From an optimization exercise on the open Yosys and OpenROAD flow, aimed at small area; shortcuts taken in it are not production practice. Only simulation tests tie the RTL to the original design; equivalence was not proved. The clock port is modelled as an ideal driver; clocking choices that lean on that would not hold on a real chip. Power figures rest on the tool's default switching activity, not on a simulated workload.

==> flow/design.v <==
module mig_controller(
    input                   sys_clk,
    input                   rst,
    input                   calib_done,
    output reg              ib_re,
    input       [256 - 1:0] ib_data,
    input       [7 - 1:0]   ib_count,
    input                   ib_valid,
    input                   ib_empty,
    output reg              ob_we,
    output      [128 - 1:0] ob_data,
    input       [7 - 1:0]   ob_count,
    input                   ob_full,
    input                   app_rdy,
    output                  app_en,
    output      [3 - 1:0]   app_cmd,
    output      [30 - 1:0]  app_addr,
    input       [256 - 1:0] app_rd_data,
    input                   app_rd_data_end,
    input                   app_rd_data_valid,
    input                   app_wdf_rdy,
    output reg              app_wdf_wren,
    output      [256 - 1:0] app_wdf_data,
    output                  app_wdf_end,
    output      [32 - 1:0]  app_wdf_mask
);
reg                 st_read;
reg                 st_dec;
reg                 st_cmd;
reg     [28 - 1:0]  ib_data_buf;
reg     [128 - 1:0] wr_data_n;
wire                is_dram   = ib_data_buf[27];
wire                is_read   = ib_data_buf[26];
wire    [26 - 1:0]  dram_addr = ib_data_buf[25:0];
reg                 addr_on;
reg                 prev_valid;
reg     [25 - 1:0]  prev_dram_rd_addr;
reg     [256 - 1:0] prev_dram_rd_data;
reg                 ob_hi;
reg                 ob_lo;
wire dec_dram  = st_dec & is_dram;
wire dec_rd    = dec_dram & is_read;
wire dec_wr    = dec_dram & ~is_read;
wire addr_hit  = prev_valid & (dram_addr[25:1] == prev_dram_rd_addr);
wire ob_ok     = (ob_count < 7'd126);
wire skip_read = dec_rd & addr_hit;
always @(posedge sys_clk) begin
    if (ib_valid) begin
        ib_data_buf <= ib_data[155:128];
        wr_data_n   <= ~ib_data[127:0];
    end
end
always @(posedge sys_clk) begin
    if (rst) begin
        st_read      <= 1'b0;
        st_dec       <= 1'b0;
        st_cmd       <= 1'b0;
        ib_re        <= 1'b0;
        addr_on      <= 1'b0;
        app_wdf_wren <= 1'b0;
    end
    else begin
        ib_re        <= ~st_read & ~st_dec & ~st_cmd & calib_done & ~ib_empty;
        st_read      <= (~st_read & ~st_dec & ~st_cmd & calib_done & ~ib_empty) | (st_read & ~ib_valid);
        st_dec       <= (st_read & ib_valid) | (dec_rd & ~ob_ok) | (dec_wr & ~app_wdf_rdy);
        st_cmd       <= (dec_rd & ob_ok & ~addr_hit) | (dec_wr & app_wdf_rdy) | (st_cmd & ~app_rdy);
        addr_on      <= dec_dram | (st_cmd & ~app_rdy);
        app_wdf_wren <= dec_wr;
    end
end
always @(posedge sys_clk) begin
    if (rst)
        prev_valid <= 1'b0;
    else if (app_rd_data_valid)
        prev_valid <= 1'b1;
end
always @(posedge sys_clk) begin
    if (app_rd_data_valid) begin
        prev_dram_rd_addr <= dram_addr[25:1];
        prev_dram_rd_data <= app_rd_data;
    end
end
wire ob_set = app_rd_data_valid | skip_read;
always @(posedge sys_clk) begin
    if (rst) begin
        ob_we <= 1'b0;
        ob_hi <= 1'b0;
        ob_lo <= 1'b0;
    end
    else begin
        ob_we <= ob_set;
        ob_hi <= ob_set & dram_addr[0];
        ob_lo <= ob_set & ~dram_addr[0];
    end
end
assign ob_data = (prev_dram_rd_data[255:128] & {128{ob_hi}}) | (prev_dram_rd_data[127:0] & {128{ob_lo}});
assign app_en  = st_cmd;
assign app_cmd = {2'b00, addr_on & is_read};
assign app_addr = {2'b00, dram_addr[25:1] & {25{addr_on}}, 3'b000};
wire wd_on = app_wdf_wren | (st_cmd & ~is_read);
wire wd_hi_n = ~(wd_on & dram_addr[0]);
wire wd_lo_n = ~(wd_on & ~dram_addr[0]);
assign app_wdf_end  = app_wdf_wren;
assign app_wdf_data = {~(wr_data_n | {128{wd_hi_n}}), ~(wr_data_n | {128{wd_lo_n}})};
assign app_wdf_mask = {{16{~wd_lo_n}}, {16{~wd_hi_n}}};
endmodule
clock: 5.0 ns
lec_check: 0
cap_margin: 20
core_area: 5 5 455 125
die_area: 0 0 460 130
slew_margin: 20
standard.sh (not shown) runs the stock make flow with config.mk's settings and CLKGATE_MAP_FILE= SYNTH_SCRIPT=/design/flow/synth_recipe.tcl, a recipe that flattens the netlist after the stock synthesis.
==> flow/flow/run.sh <==
#!/bin/bash
# Standard ORFS layout with these changes:
#  - port buffers are sky130_fd_sc_hd__buf_1 (every port still gets one),
#  - clock tree built from clkbuf_8 with larger sink clusters, no dummy loads,
#  - after CTS, leaf clock buffers with a slow sink slew become clkbuf_16.
set -euo pipefail
export BUFFER_PORTS_ARGS="-buffer_cell sky130_fd_sc_hd__buf_1"
export CTS_ARGS="-sink_clustering_enable -repair_clock_nets -buf_list sky130_fd_sc_hd__clkbuf_8 -dont_use_dummy_load -sink_clustering_size 16 -sink_clustering_max_diameter 80"
export POST_CTS_TCL="$PWD/flow/post_cts.tcl"
export CLK_LEAF_SLEW_LIMIT=0.112
bash standard.sh > standard.log 2>&1
==> flow/flow/post_cts.tcl <==
# Upsize clock-tree leaf buffers whose flip-flop clock pins see a slow slew,
# then legalize the placement again.
estimate_parasitics -placement
set upsized 0
foreach inst [get_cells -hierarchical clkbuf_leaf_*] {
  if {[get_property $inst ref_name] ne "sky130_fd_sc_hd__clkbuf_8"} { continue }
  set out [get_pins -of_objects $inst -filter "direction==output"]
  set net [get_nets -of_objects $out]
  set worst 0
  foreach p [get_pins -of_objects $net -filter "direction==input"] {
    set s [get_property $p slew_max]
    if {$s > $worst} { set worst $s }
  }
  if {$worst > $::env(CLK_LEAF_SLEW_LIMIT)} {
    replace_cell $inst sky130_fd_sc_hd__clkbuf_16
    incr upsized
  }
}
puts "post_cts: upsized $upsized leaf clock buffers"
if {$upsized > 0} {
  detailed_placement
  check_placement -verbose
  estimate_parasitics -placement
}
Rerun with:
--- a/flow/config.mk
+++ b/flow/config.mk
@@ -7,5 +7,5 @@
 export LEC_CHECK = 0
 export CAP_MARGIN = 20
-export CORE_AREA = 5 5 455 125
-export DIE_AREA = 0 0 460 130
+export CORE_AREA = 5 5 395 145
+export DIE_AREA = 0 0 400 150
 export SLEW_MARGIN = 20
The new run completed without violations; final area hardly moves; wire length shrinks by about 17%; clock power shrinks by about 3%.

## re-timing with driven ports
How much do the figures lean on ideal ports? The routed layouts below were timed once more, with nothing changed but the port constraints.
Step 1 sets driving cells, clkbuf_16 on the clock port and buf_2 on the other inputs (assumed; they add their load-dependent delay and slew).
Step 2 moves the port delays by t, midway between the first and last clock arrival at a register: inputs arrive t later, outputs are due t later. That takes back most of the time a late clock gives input paths.
Three values: ideal, step 1, step 2; two values: the first two.
run	shift t [ns]	setup WS [ns]	hold slack, ns	worst setup path at the end	worst register clock-pin slew, ns
the first run	0.718	1.175 / 1.123 / 1.841	0.454 / 0.435 / 0.474	register to output	0.12 / 0.12
the second run	0.708	1.175 / 1.121 / 1.829	0.458 / 0.443 / 0.458	register to output	0.11 / 0.11
After both steps every run listed still meets setup and hold.
